From an optimization exercise on the open Yosys and OpenROAD flow, aimed at small area and a short achievable clock period; shortcuts taken in it are not production practice.
The RTL was checked by simulation tests, not by an equivalence proof against the original design.
Power is estimated from default activity; no workload was simulated.

== P ==
## cpu
module cpu (
    input clk,
    input reset,
    output reg [15:0] mem_addr,
    output reg [7:0] mem_data_write,
    input [7:0] mem_data_read,
    output reg mem_do_write,
    input [4:0] interrupts_enabled,
    input [4:0] interrupts_request,
    output reg [4:0] interrupts_ack,
    output cpu_is_halted,
    output [15:0] dbg_pc,
    output [15:0] dbg_sp,
    output [15:0] dbg_AF,
    output [15:0] dbg_BC,
    output [15:0] dbg_DE,
    output [15:0] dbg_HL,
    output dbg_instruction_retired,
    output reg [7:0] dbg_last_opcode
);
export LEC_CHECK = 0
export CAP_MARGIN = 20
export CORE_MARGIN = 2
export CORE_UTILIZATION = 62
export CTS_CLUSTER_DIAMETER = 60
export CTS_CLUSTER_SIZE = 20
export SLEW_MARGIN = 20
create_clock -name core_clock -period 12.0 [get_ports {clk}]
standard.sh (not shown) runs the stock make flow with config.mk's settings and CLKGATE_MAP_FILE= SYNTH_SCRIPT=/design/flow/synth_recipe.tcl, a recipe that flattens the netlist after the stock synthesis.
==> flow/flow/run.sh <==
#!/bin/bash
# The standard layout (standard.sh: unchanged synthesis, placement, CTS,
# routing), with two settings changed:
#  - the resizer's setup repair aims at a larger slack than the ORFS default,
#    so that it sizes and buffers the critical paths although 12 ns is met;
#  - the port buffers are buf_2 cells (ORFS otherwise picks a 10 um2 delay
#    buffer); every input and output port is still buffered.
# make's output goes to orfs_make.log; each ORFS step logs to orfs/logs/.
set -euo pipefail
bash standard.sh SETUP_SLACK_MARGIN=8.3 \
    "BUFFER_PORTS_ARGS=-buffer_cell sky130_fd_sc_hd__buf_2" \
    finish > orfs_make.log 2>&1
Relative to P, the following input files were edited for Q:
-- flow/design.v --
<<< P, line 400
wire [7:0] sd_hi = ({8{sd_hy}} & {8{t[7]}}) |
                   ({8{sd_pc}} & pcn[15:8]) | ({8{sd_af}} & rA) | ({8{sd_P}} & P[15:8]);
reg opcb;    
wire cb_go = opcb & ~pending;
>>> Q, line 400
wire [7:0] sd_hi = ({8{sd_hy}} & {8{t[7]}}) |
                   ({8{sd_pc}} & pcn[15:8]) | ({8{sd_af}} & rA) | ({8{sd_P}} & P[15:8]);
function fetch_imm(input [7:0] x);
    fetch_imm = (x & 8'hcf) == 8'h01 || x == 8'h08 || (x & 8'he7) == 8'hc2 || x == 8'hc3 ||
                (x & 8'he7) == 8'hc4 || x == 8'hcd || x == 8'hea || x == 8'hfa ||
                (x & 8'hc7) == 8'h06 || x == 8'h18 || (x & 8'he7) == 8'h20 ||
                (x & 8'hc7) == 8'hc6 || x == 8'he0 || x == 8'he8 || x == 8'hf0 || x == 8'hf8;
endfunction
function fetch_ld(input [7:0] x, input z, input c);
    reg cc;
    begin
        case (x[4:3])
            2'd0: cc = ~z;
            2'd1: cc = z;
            2'd2: cc = ~c;
            default: cc = c;
        endcase
        fetch_ld = (x & 8'hcf) == 8'hc1 || x == 8'hc9 || x == 8'hd9 ||
                   ((x & 8'he7) == 8'hc0 && cc) ||
                   (x & 8'hcf) == 8'h0a || x == 8'hf0 || x == 8'hf2 || x == 8'hfa ||
                   (x[7:6] == 2'b01 && x[2:0] == 3'd6 && x != 8'h76) ||
                   (x[7:6] == 2'b10 && x[2:0] == 3'd6) ||
                   (((x & 8'hc7) == 8'h04 || (x & 8'hc7) == 8'h05) && x[5:3] == 3'd6);
    end
endfunction
reg f_imm, f_ld;
reg opcb;    
wire cb_go = opcb & ~pending;
<<< P, line 416
     s_pdh = st == S_PDH, s_wb = st == S_WB;
wire grp = ~(s_idle | s_fet | s_dec | s_ex | s_wb);
wire go_iml = s_dec & d_imm;
wire go_ldl = (s_dec & ~d_imm & d_ld) |
              (ph3 & c_ld & (s_cb | (s_iml & ~c_imm16) | s_imh));
wire go_imh = ph3 & s_iml & c_imm16;
wire go_ldh = ph3 & s_ldl & c_ld16;
wire go_ex  = (s_dec & ~opcb & ~d_imm & ~d_ld) |
              (ph3 & ((s_cb & ~c_ld) | (s_iml & ~c_imm16 & ~c_ld) | (s_imh & ~c_ld) |
                      (s_ldl & ~c_ld16) | s_ldh));
>>> Q, line 440
     s_pdh = st == S_PDH, s_wb = st == S_WB;
wire grp = ~(s_idle | s_fet | s_dec | s_ex | s_wb);
wire go_iml = s_dec & f_imm;
wire go_ldl = (s_dec & ~f_imm & f_ld) |
              (ph3 & c_ld & (s_cb | (s_iml & ~c_imm16) | s_imh));
wire go_imh = ph3 & s_iml & c_imm16;
wire go_ldh = ph3 & s_ldl & c_ld16;
wire go_ex  = (s_dec & ~opcb & ~f_imm & ~f_ld) |
              (ph3 & ((s_cb & ~c_ld) | (s_iml & ~c_imm16 & ~c_ld) | (s_imh & ~c_ld) |
                      (s_ldl & ~c_ld16) | s_ldh));
<<< P, line 479
            opcb <= mem_data_read == 8'hcb;
            opF2 <= mem_data_read == 8'hf2;
            cbm <= 1'b0;
        end
>>> Q, line 503
            opcb <= mem_data_read == 8'hcb;
            opF2 <= mem_data_read == 8'hf2;
            f_imm <= ~pending & fetch_imm(mem_data_read);
            f_ld <= ~pending & fetch_ld(mem_data_read, fZ, fC);
            cbm <= 1'b0;
        end
Findings:
P ended up with dbg_last_opcode[7] as its startpoint of the worst setup timing path; Q ended up with mem_addr[14].
Q vs P — area of the core region rose about 3.5%.
Against P as the reference, Q delivers a higher cell area after synthesis.
The post-synthesis share of cell area spent on and, or, nand and nor gates on Q is in line with that on P.
Of P and Q, P shows the higher total power divided by cell area, with Q below it.
Setup slack: Q less than P
NOTE: proportion of synthesized area in mux cells in Q falls short of that of P
On Q: synthesized cell count is 83 higher than what P gave.
In the tables for P and Q, worst hold path cell count reads higher with Q.
[compare] base=P new=Q: share of the clock period used by the worst path rose by 0.22 points; global-route usage rose by 0.30 points; power consumption rose by 59 uW; placer congestion estimate rose by about 1.3%; non-clock buffer count fell by 3.
Clock share of power: P and Q compared, higher one is Q

* * *

cpu, a different RTL version from the one above (not shown whole).
Size: roughly 2,000 cells after synthesis, about 160 I/O pins, roughly 0.016 mm^2 of cells after synthesis.
clock: 12.0 ns
lec_check: 0
cap_margin: 20
core_margin: 2
core_utilization: 55
cts_cluster_diameter: 60
cts_cluster_size: 20
slew_margin: 20
Scripts as last shown in full above: flow/flow/run.sh
==> next run, changes <==
--- a/flow/design.v
+++ b/flow/design.v
@@ -258,17 +258,17 @@
                         : {2'b00, op[5:3], 3'b0};
 reg [2:0] c_shk;
 reg c_cin, c_wT, c_wSh, c_wBand, c_wBres, c_wBset, c_wCpl, c_wAnd, c_wXor, c_wOr,
     c_wSum, c_weA, c_weB, c_weC, c_weD, c_weE, c_weH, c_weL, c_weSP, c_spst, c_rb8, c_aw8,
     c_zZ8, c_zA, c_nA, c_hC4, c_hC12, c_hA, c_cC8, c_cSh, c_cC16, c_cA, c_hInv, c_cInv,
     c_npcS, c_npcV;
 always @(posedge clk) begin
     c_shk <= k_shk;
-    c_cin <= k_cin & ~incmode; c_wT <= k_wT;
+    c_cin <= k_cin; c_wT <= k_wT;
     c_wSh <= k_wSh; c_wBand <= k_wBand; c_wBres <= k_wBres; c_wBset <= k_wBset;
     c_wCpl <= k_wCpl; c_wAnd <= k_wAnd; c_wXor <= k_wXor; c_wOr <= k_wOr; c_wSum <= k_wSum;
     c_weA <= k_weA; c_weB <= k_weB; c_weC <= k_weC; c_weD <= k_weD; c_weE <= k_weE;
     c_weH <= k_weH; c_weL <= k_weL; c_weSP <= k_weSP; c_spst <= k_spst; c_rb8 <= k_rb8;
     c_aw8 <= k_aw8;
     c_zZ8 <= k_zZ8; c_zA <= k_zA; c_nA <= k_nA; c_hC4 <= k_hC4; c_hC12 <= k_hC12; c_hA <= k_hA;
     c_cC8 <= k_cC8; c_cSh <= k_cSh; c_cC16 <= k_cC16; c_cA <= k_cA; c_hInv <= k_hInv;
     c_cInv <= k_cInv;
@@ -307,22 +307,21 @@
         2'd2: P = {rH, rL};
         default: P = sp;
     endcase
 reg sp_dn;
 always @(posedge clk) sp_dn <= intr | o_push | call_t | o_rst;
 wire [15:0] spn = {sp[15:1] + (sp_dn ? 15'h7fff : 15'h0001), sp[0]};
 wire [15:0] sext_t = {{8{t[7]}}, t[7:0]};
 wire [7:0] daa_v = {1'b0, k_daa60, k_daa60, 2'b00, k_daa6, k_daa6, 1'b0};
-wire incmode;
-wire [15:0] ax_c = incmode ? mem_addr : ({16{k_xP}} & P) | ({16{k_xT}} & t) | ({16{k_xM}} & mem_addr) |
+wire [15:0] ax_c = ({16{k_xP}} & P) | ({16{k_xT}} & t) | ({16{k_xM}} & mem_addr) |
                    ({16{k_xA}} & {8'h00, rA}) | {8'h00, {7{k_xFF}}, k_xFF | k_x01};
 reg [15:0] ay_c;
 always @(*)
-    if (incmode | k_y01) ay_c = 16'h0001;
+    if (k_y01) ay_c = 16'h0001;
     else if (k_yM1) ay_c = 16'hffff;
     else if (k_yHL) ay_c = {rH, rL};
     else if (k_ySx) ay_c = sext_t;
     else if (k_yZ) ay_c = 16'h0000;
     else ay_c = {8'h00, (o_daa & nrm ? daa_v : sv_c) ^ {8{k_yInv}}};
 reg [15:0] ax, ay;
 always @(posedge clk) begin
     ax <= ax_c;
@@ -376,19 +375,16 @@
     else if (cbm | hl_dst) sdat = {8'h00, w8};
     else if (o_push & op[5:4] == 2'd3) sdat = {rA, fZ, fN, fH, fC, 4'b0};
     else if (o_push | o_ldnnsp) sdat = P;
     else if (call_t | o_rst) sdat = pcn;
     else sdat = {8'h00, rA};
 reg opcb;    
 wire cb_go = opcb & ~pending;
 wire ph3 = ph == 2'd3;
-assign incmode = (st == S_FET) |
-                 (ph == 2'd2 & ((st == S_IML & c_imm16) | (st == S_LDL & c_ld16) |
-                                (st == S_STL & c_st16)));
 reg c_ld, c_ld16, c_st, c_st16, c_pad, c_pad8, c_imm16;
 always @(posedge clk) begin
     c_ld <= d_ld; c_ld16 <= d_ld16; c_st <= d_st; c_st16 <= d_st16;
     c_pad <= d_pad; c_pad8 <= d_pad8; c_imm16 <= d_imm16;
 end
 wire s_idle = st == S_IDLE, s_fet = st == S_FET, s_dec = st == S_DEC, s_cb = st == S_CB,
      s_iml = st == S_IML, s_imh = st == S_IMH, s_ldl = st == S_LDL, s_ldh = st == S_LDH,
      s_ex = st == S_EX, s_stl = st == S_STL, s_sth = st == S_STH, s_pdl = st == S_PDL,
@@ -457,17 +453,17 @@
             ih <= pending ? irq_first : 5'b0;
             opcb <= mem_data_read == 8'hcb;
             cbm <= 1'b0;
         end
         if (s_idle | s_wb) halted <= halted & ~pending;
         if (st == S_DEC) cbm <= cb_go;
         if (ph == 2'd1 && (st == S_IML || st == S_LDL)) t[7:0] <= mem_data_read;
         if (ph == 2'd1 && (st == S_CB || st == S_IMH || st == S_LDH)) t[15:8] <= mem_data_read;
-        if (to_inc | (s_dec & opcb & ~pending)) mem_addr <= asum[15:0];
+        if (to_inc | (s_dec & opcb & ~pending)) mem_addr <= mem_addr + 16'd1;
         if (to_ldl | to_stl) mem_addr <= am;
         if (to_stl) mem_data_write <= sdat[7:0];
         if (to_sth) mem_data_write <= sdat[15:8];
         if (to_wb) begin
             pc <= npc;
             mem_addr <= npc;
             interrupts_ack <= ih;
             {fZ, fN, fH, fC} <= fnew;
Outcome: The new run finished clean; via count goes down slightly; utilization goes down by 0.29 points; total power goes down by a few percent; fmax goes up by a few percent; sequential power is about the same; die area hardly moves; worst setup slack is better by 170 ps; wire length goes down by a few percent; critical path depth goes up by 2; first-iteration DRC count goes down by roughly a tenth; clock power goes down by a few percent; cell area goes down slightly; sequential share of layout area goes up by 0.13 points.

what the ideal ports hide:
Ports are ideal in the flow. The routed layouts listed here were re-timed in OpenROAD. Step 1 (the two cells are an assumption about what drives the block):
set clk [get_ports {clk}]
set_driving_cell -lib_cell sky130_fd_sc_hd__clkbuf_16 $clk
set_driving_cell -lib_cell sky130_fd_sc_hd__buf_2 [delete_from_list [all_inputs] $clk]
Step 2 also shifts input and output timing later by t, the mid clock arrival at the registers, as if the neighbouring blocks saw the same clock. Three values: no drivers, after step 1, after step 2; two values: the first two.
run	shift t [ns]	setup WS [ns]	worst data-port slew with drivers (ns)	pins driven straight from the clock port
P	0.585	8.278 / 8.240 / 7.858	0.03	1
Q	0.589	8.251 / 8.199 / 7.830	0.04	1
the first run of note 2	0.603	8.124 / 8.124 / 7.763	0.04	1
the second run of note 2	0.593	8.294 / 8.248 / 7.777	0.03	1
After both steps setup and hold are still met in every run listed. The setup slack of the second run of note 2, which loses most, moves by -0.046 ns with the drivers and by -0.517 ns with both steps.
